From an optimization exercise on the open Yosys and OpenROAD flow, aimed at small area, a short achievable clock period and few clock cycles; shortcuts taken in it are not production practice. Function was checked by simulation only, so behaviour that the tests miss may differ from the original. Power and IR drop assume default switching activity.

== alpha ==
==> flow/design.v <==
module	ARM_RegisterFile
	(input logic		i_CLK, i_RESET,
	input logic			i_Write_Enable,
	input logic[3:0]	i_Address_ToWrite,
	input logic[31:0]	i_Write_Data,
	input logic[3:0]	i_Address_ToRead1,
	input logic			i_Read1_PC,
	input logic[3:0]	i_Address_ToRead2,
	input logic[31:0]	i_R15,
	output logic[31:0]	o_Read_Data1, o_Read_Data2);
	logic[31:0]			s_Regs[14:0];
	logic[14:0]			s_Valid;
	logic[14:0]			s_Write;
	logic[15:0]			s_Sel1, s_Sel2;
	always_comb
	begin
		for (int i = 0; i < 15; i++)
			s_Write[i] = i_Write_Enable & (i_Address_ToWrite == i);
	end
	always_ff	@(posedge i_CLK, posedge i_RESET)
	begin
		if (i_RESET)	s_Valid <= 15'd0;
		else			s_Valid <= s_Valid | s_Write;
	end
	always_ff	@(posedge i_CLK)
	begin
		for (int i = 0; i < 15; i++)
			if (s_Write[i])	s_Regs[i] <= i_Write_Data;
	end
	always_comb
	begin
		for (int i = 0; i < 15; i++)
		begin
			s_Sel1[i] = ~i_Read1_PC & (i_Address_ToRead1 == i) & s_Valid[i];
			s_Sel2[i] = (i_Address_ToRead2 == i) & s_Valid[i];
		end
		s_Sel1[15] = i_Read1_PC | (i_Address_ToRead1 == 4'd15);
		s_Sel2[15] = (i_Address_ToRead2 == 4'd15);
		o_Read_Data1 = {32{s_Sel1[15]}} & i_R15;
		o_Read_Data2 = {32{s_Sel2[15]}} & i_R15;
		for (int i = 0; i < 15; i++)
		begin
			o_Read_Data1 = o_Read_Data1 | ({32{s_Sel1[i]}} & s_Regs[i]);
			o_Read_Data2 = o_Read_Data2 | ({32{s_Sel2[i]}} & s_Regs[i]);
		end
	end
endmodule
module	ARM_ConditionCheck
	(input logic[3:0]	i_Cond,
	input logic			i_N, i_Z, i_C, i_V,
	output logic		o_Pass);
	logic		s_Base;
	always_comb
	begin
		case (i_Cond[3:1])
			3'b000:		s_Base = i_Z;
			3'b001:		s_Base = i_C;
			3'b010:		s_Base = i_N;
			3'b011:		s_Base = i_V;
			3'b100:		s_Base = i_C & ~i_Z;
			3'b101:		s_Base = i_N == i_V;
			3'b110:		s_Base = ~i_Z & (i_N == i_V);
			default:	s_Base = 1'b1;
		endcase
	end
	assign o_Pass = (i_Cond == 4'b1110) | (s_Base ^ i_Cond[0]);
endmodule
module ARM_SingleCycle_CPU
	#(parameter	BusWidth	= 32)
	(input logic		i_CLK, i_RESET,
	input logic[(BusWidth - 1):0]	i_Instr,
	output logic[(BusWidth - 1):0]	o_PC,
	output logic[(BusWidth - 1):0]	o_Data_Address,
	output logic					o_Mem_Write,
	output logic[(BusWidth - 1):0]	o_Write_Data,
	input logic[(BusWidth - 1):0]	i_Read_Data);
	logic[3:0]	s_Cond, s_Cmd, s_Rn, s_Rd, s_Rm;
	logic[1:0]	s_Op;
	logic		s_I, s_S;
	assign s_Cond	= i_Instr[31:28];
	assign s_Op		= i_Instr[27:26];
	assign s_I		= i_Instr[25];
	assign s_Cmd	= i_Instr[24:21];
	assign s_S		= i_Instr[20];
	assign s_Rn		= i_Instr[19:16];
	assign s_Rd		= i_Instr[15:12];
	assign s_Rm		= i_Instr[3:0];
	logic		s_DP, s_Mem, s_Branch, s_Load;
	assign s_DP		= ~s_Op[1] & ~s_Op[0];
	assign s_Mem	= ~s_Op[1] &  s_Op[0];
	assign s_Branch	=  s_Op[1];
	assign s_Load	= s_Mem & s_S;
	logic		s_Sub, s_Logic, s_Cmp;
	assign s_Sub	= s_DP & s_Cmd[1];
	assign s_Logic	= s_DP & ~s_Cmd[1] & (s_Cmd[3] == s_Cmd[2]);
	assign s_Cmp	= s_Cmd[3] & s_Cmd[1];
	logic[31:0]	s_PC;
	logic		s_N, s_Z, s_C, s_V;
	logic[31:0]	s_PC_Plus4, s_PC_Plus8;
	assign s_PC_Plus4 = s_PC + 32'd4;
	assign s_PC_Plus8 = s_PC + 32'd8;
	logic		s_Cond_Pass;
	ARM_ConditionCheck	ConditionCheck
		(s_Cond, s_N, s_Z, s_C, s_V, s_Cond_Pass);
	logic[31:0]	s_RD1, s_RD2, s_Result;
	logic		s_Reg_Write;
	logic[3:0]	s_RA2;
	assign s_RA2 = s_Op[0] ? s_Rd : s_Rm;
	ARM_RegisterFile	RegisterFile
		(i_CLK, i_RESET,
		s_Reg_Write, s_Rd, s_Result,
		s_Rn, s_Branch, s_RA2,
		s_PC_Plus8,
		s_RD1, s_RD2);
	logic[31:0]	s_B, s_B_X;
	always_comb
	begin
		case (s_Op)
			2'b00:		s_B = s_I ? {24'b0, i_Instr[7:0]} : s_RD2;
			default:	s_B = {{6{i_Instr[23]}}, i_Instr[23:0], 2'b00};
		endcase
	end
	assign s_B_X = s_B ^ {32{s_Sub}};
	logic[12:0]	s_Addr_Lo;
	logic[19:0]	s_Addr_Hi;
	assign s_Addr_Lo = {1'b0, s_RD1[11:0]} + {1'b0, i_Instr[11:0]};
	assign s_Addr_Hi = s_RD1[31:12] + {19'b0, s_Addr_Lo[12]};
	logic[32:0]	s_Sum;
	assign s_Sum = {1'b0, s_RD1} + {1'b0, s_B_X} + {32'b0, s_Sub};
	logic[31:0]	s_ALU;
	assign s_ALU = s_Logic ? (s_Cmd[3] ? (s_RD1 | s_B) : (s_RD1 & s_B)) : s_Sum[31:0];
	assign s_Result = s_Load ? i_Read_Data : s_ALU;
	logic		s_Flag_N, s_Flag_Z, s_Flag_C, s_Flag_V;
	assign s_Flag_N = s_ALU[31];
	assign s_Flag_Z = ~|s_ALU;
	assign s_Flag_C = s_Sum[32];
	assign s_Flag_V = (s_RD1[31] == s_B_X[31]) & (s_Sum[31] != s_RD1[31]);
	logic		s_Flag_Write;
	assign s_Flag_Write = s_Cond_Pass & s_DP & s_S;
	always_ff	@(posedge i_CLK, posedge i_RESET)
	begin
		if (i_RESET)
		begin
			s_N <= 1'b0;
			s_Z <= 1'b0;
			s_C <= 1'b0;
			s_V <= 1'b0;
		end
		else if (s_Flag_Write)
		begin
			s_N <= s_Flag_N;
			s_Z <= s_Flag_Z;
			if (~s_Logic)
			begin
				s_C <= s_Flag_C;
				s_V <= s_Flag_V;
			end
		end
	end
	logic		s_Writes_Rd, s_PC_Src;
	assign s_Writes_Rd	= (s_DP & ~s_Cmp) | s_Load;
	assign s_Reg_Write	= s_Cond_Pass & s_Writes_Rd;
	assign s_PC_Src		= s_Cond_Pass & (s_Branch | ((s_DP | s_Load) & (s_Rd == 4'd15)));
	always_ff	@(posedge i_CLK, posedge i_RESET)
	begin
		if (i_RESET)	s_PC <= 32'd0;
		else			s_PC <= s_PC_Src ? s_Result : s_PC_Plus4;
	end
	assign o_PC				= s_PC;
	assign o_Data_Address	= {s_Addr_Hi, s_Addr_Lo[11:0]};
	assign o_Mem_Write		= s_Cond_Pass & s_Mem & ~s_S;
	assign o_Write_Data		= s_RD2;
endmodule
export LEC_CHECK = 0
export CAP_MARGIN = 20
export CORE_MARGIN = 2
export CORE_UTILIZATION = 40
export CTS_BUF_LIST = sky130_fd_sc_hd__clkbuf_8
export PLACE_DENSITY = 0.6
export SETUP_SLACK_MARGIN = 5
export SLEW_MARGIN = 20
create_clock -name core_clock -period 14.0 [get_ports {i_CLK}]
run.sh (not shown) runs the stock make flow with config.mk's settings and CLKGATE_MAP_FILE= SYNTH_SCRIPT=/design/flow/synth_recipe.tcl, a recipe that flattens the netlist after the stock synthesis.
alpha closes out successfully: all stages finished, all timing, DRC and antenna checks passed.
Testbench counts of alpha, summed over its fixed seeds: cycles 76,800.
diff inputs: alpha => beta
- a change of SETUP_SLACK_MARGIN from 5 to 3
## What came out
- Area growth from synthesis to layout, beta and alpha: smaller value in beta
- The run showing the smaller register share of total power is alpha.
- Summary of the comparison: fraction of cell area in non-clock buffers is lower in beta, relative to alpha.
- Across both runs, final setup slack of the worst path was lower for beta than for alpha.
- beta finished end to end and its layout was clean on timing, DRC and antenna.
- Against alpha as the reference, beta delivers a lower total of plain and repair buffers excluding clock buffers.
- Compared with alpha, beta shows first-pass GRT wire length that has gone down slightly.
- Mean number of vias per cell | beta below alpha
- Compared with alpha, fmax in beta decreased by a little under 10%.
- Comparing beta and alpha, the higher placement-stage cell area was measured on alpha.
> inputs changed (beta -> gamma)
- SETUP_SLACK_MARGIN changed from 3 to 4
Findings:
Between gamma and beta, the insertion delay of the later-clocked pin in the worst-skew pair does not differ in any meaningful way. Total clock buffers created by CTS came out exactly the same in gamma and beta. The run showing the greater number of clock-tree buffers in the layout is gamma. Final critical path time including I/O delays and setup | gamma below beta. Compared gamma vs beta, and clock skew is up in gamma. Between gamma and beta, wire length of the first global-routing pass is higher for gamma, beta comes in under that. On number of placed cells counting well taps, gamma and beta are neck and neck. | final hold slack | gamma vs beta | ≈ equal |. Diff gamma and beta: wire length lower in beta.
> inputs changed (gamma -> delta)
- SETUP_SLACK_MARGIN changed from 4 to 5
==> flow/flow/run.sh (new file) <==
#!/bin/bash
set -euo pipefail
export BUFFER_PORTS_ARGS="-buffer_cell sky130_fd_sc_hd__buf_1"
bash standard.sh > standard_flow.log 2>&1
==> flow/standard.sh (new file) <==
#!/bin/bash
# synth_recipe.tcl (not shown) runs the flow's synth.tcl, then flattens the netlist and writes it again
# the make line also repeats each setting of config.mk as NAME=value (left out here)
make -C /OpenROAD-flow-scripts/flow DESIGN_CONFIG=/design/flow/config.mk WORK_HOME=/design/flow/orfs CLKGATE_MAP_FILE= SYNTH_SCRIPT=/design/flow/synth_recipe.tcl "${@:-finish}"
removed: flow/run.sh
Notes after the runs:
- gamma: flow completed, timing, DRC and antenna clean
- delta ran to completion and came out clean on the timing, DRC and antenna checks.
- Source-to-sink clock delay at the later pin of the worst-skew pair in delta is 0.03 ns below gamma.
- In the reports for gamma and delta, the larger global-route usage belongs to delta.
- [compare] base=gamma new=delta: count of clock-buffer cells in the layout decreased 1.1%; largest voltage drop on the vdd net now larger; setup slack now sits lower; count of non-CTS buffers in the layout climbed 82; post-route fraction of the period consumed by the critical path shows an increase of 3.1 points.
- A critical path endpoint of s_Z is what delta shows, while o_Data_Address[27] belongs to gamma.
- Cmp gamma and delta / number of vias in the routed layout / higher: delta

-- port drivers added, routing unchanged --
Ports are ideal in the flow. The routed layouts listed here were re-timed in OpenROAD. Step 1, drivers: a clkbuf_16 drives i_CLK and a buf_2 each remaining input, both assumed. Step 2 times the ports against the registers' clock, not the clock port: input delays grow and output delays shrink by t, the midpoint of the rising clock arrivals with the driver on. Three values: no drivers, after step 1, after step 2; two values: the first two.
| run | t, ns | slack for setup (ns) | worst setup path after step 2 | cell pins on the clock port's net |
|---|---|---|---|---|
| alpha | 0.767 | 3.789 / 3.683 / 3.315 | input to register | 1 |
| beta | 0.779 | 2.956 / 2.919 / 2.273 | input to register | 1 |
| gamma | 0.786 | 3.920 / 3.767 / 3.355 | input to register | 1 |
| delta | 0.753 | 3.491 / 3.474 / 2.771 | input to register | 1 |
After both steps every run listed still meets setup and hold. For delta, which loses most, drivers alone change the setup slack by -0.017 ns; drivers and shift together by -0.720 ns.
